Source: an optimization exercise on an open RTL-to-GDS flow (aim: small area, a short achievable clock period and few clock cycles). Production flows keep margins and buffers that such runs may drop. Function was checked by simulation only, so behaviour that the tests miss may differ from the original. The clock input has no modelled driver; a real chip could not lean on it and would need a root buffer or a full tree. Power is estimated from default activity; no workload was simulated.

== run 1 ==
// ni_apb_bridge
module ni_apb_bridge (
    input         clk,
    input         resetn,
    input  [15:0] i_flit,
    input         enable,
    output [15:0] o_flit,
    output        ready,
    output        valid_out,
    input  [31:0] prdata,
    input         pready,
    input         pslverr,
    output [13:0] paddr,
    output        psel,
    output        penable,
    output        pwrite,
    output [31:0] pwdata
);
==> flow/config.mk <==
export PLATFORM = sky130hd
export DESIGN_NAME = ni_apb_bridge
export DESIGN_NICKNAME = ni_apb_bridge
export VERILOG_FILES = /design/flow/design.v
export SDC_FILE = /design/flow/constraint.sdc
export NUM_CORES = 4
export LEC_CHECK = 0
export CAP_MARGIN = 20
export CORE_MARGIN = 2
export CORE_UTILIZATION = 40
export SETUP_SLACK_MARGIN = 3.6
export SLEW_MARGIN = 20
==> flow/constraint.sdc <==
create_clock -name core_clock -period 5.0 [get_ports {clk}]
set_input_delay 1.0000 -clock core_clock [delete_from_list [all_inputs] [get_ports {clk}]]
set_output_delay 1.0000 -clock core_clock [all_outputs]
set_load 0.01 [all_outputs]
standard.sh (not shown) runs the stock make flow with config.mk's settings and CLKGATE_MAP_FILE= SYNTH_SCRIPT=/design/flow/synth_recipe.tcl, a recipe that flattens the netlist after the stock synthesis.
==> flow/flow/run.sh <==
#!/bin/bash
# The standard layout, with the port buffers made from sky130_fd_sc_hd__buf_1
# (buffer_ports otherwise picks clkdlybuf4s50_1, a slow delay cell).
set -euo pipefail
export BUFFER_PORTS_ARGS="-buffer_cell sky130_fd_sc_hd__buf_1"
bash standard.sh finish > standard_flow.log 2>&1
Testbench counts of run 1, summed over its fixed seeds: cycles 10,485.
[inputs] run 5 vs run 1
--- a/flow/config.mk
+++ b/flow/config.mk
@@ -8,5 +8,5 @@
 export CAP_MARGIN = 20
 export CORE_MARGIN = 2
-export CORE_UTILIZATION = 40
-export SETUP_SLACK_MARGIN = 3.6
+export CORE_UTILIZATION = 75
+export SETUP_SLACK_MARGIN = 3.0
 export SLEW_MARGIN = 20
- Summary of run 5 over run 1: final setup slack of the worst path increased 0.039 ns; total power after layout decreased about 12%; setup-violating endpoint count in the final report essentially unchanged.
- When run 5 is set beside run 1, its number of core rows turns out to be 9 smaller.
- Fmax: run 5 above run 1
- Relative to run 1, multi-input gate share of total cell area has gone down in run 5.
- [run 5] relative area of non-clock buffer cells in the final design fell 10 points relative to run 1
- In run 5 relative to run 1, multi-input logic area had gone down by more than a quarter.

========
ni_apb_bridge, a different RTL version from the one above (not shown whole).
Size: about 120 I/O pins, roughly 0.0038 mm² of cells after synthesis.
==> flow/config.mk <==
export PLATFORM = sky130hd
export DESIGN_NAME = ni_apb_bridge
export DESIGN_NICKNAME = ni_apb_bridge
export VERILOG_FILES = /design/flow/design.v
export SDC_FILE = /design/flow/constraint.sdc
export NUM_CORES = 4
export LEC_CHECK = 0
export CAP_MARGIN = 20
export CORE_MARGIN = 2
export CORE_UTILIZATION = 50
export PLACE_DENSITY = 0.7
export SETUP_SLACK_MARGIN = 3.2
export SLEW_MARGIN = 20
==> flow/constraint.sdc <==
create_clock -name core_clock -period 5.0 [get_ports {clk}]
set_input_delay 1.0000 -clock core_clock [delete_from_list [all_inputs] [get_ports {clk}]]
set_output_delay 1.0000 -clock core_clock [all_outputs]
set_load 0.01 [all_outputs]
==> flow/flow/run.sh <==
#!/bin/bash
# The standard layout, except:
#  - the port buffers are sky130_fd_sc_hd__buf_1 (buffer_ports otherwise
#    picks clkdlybuf4s50_1, a slow delay cell);
#  - the clock tree is four clkbuf_16 fed from the clock port, each driving
#    a quarter of the flip-flops (see mantree.tcl), in place of TritonCTS's
#    two-level H-tree.
set -euo pipefail
export BUFFER_PORTS_ARGS="-buffer_cell sky130_fd_sc_hd__buf_1"
export PRE_CTS_TCL="$PWD/flow/pre_cts.tcl"
bash standard.sh finish > standard_flow.log 2>&1
==> flow/flow/mantree.tcl <==
# Clock tree of NB clkbuf_16 buffers, each driving a slice of the flip-flops
# (sorted by x), all fed straight from the clock port.
proc manual_clock_tree { nb } {
  set block [ord::get_db_block]
  set clknet [$block findNet clk]
  set master [[ord::get_db] findMaster sky130_fd_sc_hd__clkbuf_16]
  set sinks {}
  foreach it [$clknet getITerms] {
    set inst [$it getInst]
    set bb [$inst getBBox]
    lappend sinks [list [expr {([$bb xMin] + [$bb xMax]) / 2}] [expr {([$bb yMin] + [$bb yMax]) / 2}] $it]
  }
  set sinks [lsort -integer -index 0 $sinks]
  set n [llength $sinks]
  for {set b 0} {$b < $nb} {incr b} {
    set lo [expr {$b * $n / $nb}]
    set hi [expr {($b + 1) * $n / $nb - 1}]
    set grp [lrange $sinks $lo $hi]
    set sx 0; set sy 0
    foreach s $grp { incr sx [lindex $s 0]; incr sy [lindex $s 1] }
    set cx [expr {$sx / [llength $grp]}]
    set cy [expr {$sy / [llength $grp]}]
    set inst [odb::dbInst_create $block $master clkman_$b]
    set net [odb::dbNet_create $block clkman_net_$b]
    $net setSigType CLOCK
    [$inst findITerm A] connect $clknet
    [$inst findITerm X] connect $net
    foreach s $grp {
      set it [lindex $s 2]
      $it disconnect
      $it connect $net
    }
    $inst setLocation $cx $cy
    $inst setPlacementStatus PLACED
  }
}
==> flow/flow/pre_cts.tcl <==
# Sourced by ORFS's cts.tcl before clock tree synthesis (PRE_CTS_TCL): build
# the clock tree by hand instead, as a few clkbuf_16 fed from the clock port.
source [file join [file dirname [info script]] mantree.tcl]
rename clock_tree_synthesis orfs_clock_tree_synthesis
proc clock_tree_synthesis { args } {
  manual_clock_tree 4
  set_propagated_clock [all_clocks]
}
Testbench counts at the start, summed over its fixed seeds: cycles 10,485.
Rerun with:
- PLACE_DENSITY: 0.7 -> not set
What happened:
- total power increases by 0.75%
- worst hold slack improved by 13 ps
- setup slack improved by 6.0 ps
- sequential share of layout area decreases by 0.64 points
- utilization increases by 0.73 points
- critical path depth stays the same
- routed wire length increases by 6.7%
- first-iteration DRC count decreases by 43%
Rerun with:
- PLACE_DENSITY: not set -> 0.8
- SETUP_SLACK_MARGIN: 3.2 -> 3.25
The new run completed without violations.
Setup slack stays flat.
Critical path depth does not change.
Via count rises by about 5%.
Core utilization rises by 0.15 points.
Total power rises by 0.55%.
Cell area stays flat.
Hold slack gains 31 ps.
Final cell count rises by about 1.3%.
Rerun with:
- CORE_UTILIZATION: 50 -> 55
- SETUP_SLACK_MARGIN: 3.25 -> 3.2
Sequential share of layout area grows by 1.6 points. Global-route usage rises by 0.59 points. Via count goes down by about 4%. Core utilization grows by 3.3 points. Wire length fell by about 8%. Clock power decreases by about 2%. Final area falls by 2.8%. Area after synthesis stays the same. Die area fell by about 9%.
Rerun with:
- CORE_UTILIZATION: 55 -> 50
- PLACE_DENSITY: 0.8 -> not set
- SETUP_SLACK_MARGIN: 3.2 -> 3.3
Outcome:
- The changed run went through all stages and came out clean
- die area went up by 9.5%
- worst setup slack is better by 97 ps
- first-iteration DRC count drops by 56%
- utilization is lower by 0.90 points
- cell area increases by 7.0%
- global-route usage goes down by 1.1 points
- wire length rose by 3.8%
- worst hold slack improves by 33 ps
- synthesized cell count does not change
- sequential share of layout area goes down by 3.6 points
Rerun with:
- CORE_UTILIZATION: 50 -> 65
- SETUP_SLACK_MARGIN: 3.3 -> 3.2
Outcome: Via count climbs by a few percent; die area drops by about a fifth; wire length climbs by a few percent; synthesized area does not change; clock skew stays flat; total power hardly moves; cell area drops by a few percent; global-route usage climbs by 8.8 points.
No run of this note takes its clock network from TritonCTS; it comes from the design's own scripts or RTL.

separate check: timing with driven ports:
The results above use ideal ports. As a check the final layouts listed here were re-extracted and re-timed, cells and wires unchanged.
Step 1: set_driving_cell puts a clkbuf_16 on clk and a buf_2 on each other input, an assumption about the parent block.
Step 2 also shifts input and output timing later by t, the mid clock arrival at the registers, as if the neighbouring blocks saw the same clock.
Three values: ideal ports, drivers, drivers and shift; two values: the first two.
| run | shift t [ns] | slack for setup (ns) | hold slack, ns |
|---|---|---|---|
| run 1 | 0.392 | 2.956 / 2.924 / 3.031 | 0.467 / 0.467 / 0.467 |
| run 5 | 0.381 | 2.996 / 2.968 / 2.663 | 0.511 / 0.511 / 0.511 |
| the first run of note 2 | 0.222 | 3.215 / 3.145 / 3.113 | 0.483 / 0.483 / 0.483 |
| the second run of note 2 | 0.227 | 3.221 / 3.147 / 3.118 | 0.496 / 0.496 / 0.496 |
| the third run of note 2 | 0.223 | 3.219 / 3.148 / 3.080 | 0.527 / 0.527 / 0.527 |
| the fourth run of note 2 | 0.221 | 3.142 / 3.072 / 3.106 | 0.469 / 0.469 / 0.469 |
| the fifth run of note 2 | 0.221 | 3.238 / 3.168 / 3.110 | 0.502 / 0.502 / 0.502 |
| the sixth run of note 2 | 0.226 | 3.200 / 3.150 / 3.023 | 0.497 / 0.497 / 0.497 |
After both steps every run listed still meets setup and hold. For run 5, which loses most, drivers alone change the setup slack by -0.028 ns; drivers and shift together by -0.333 ns.
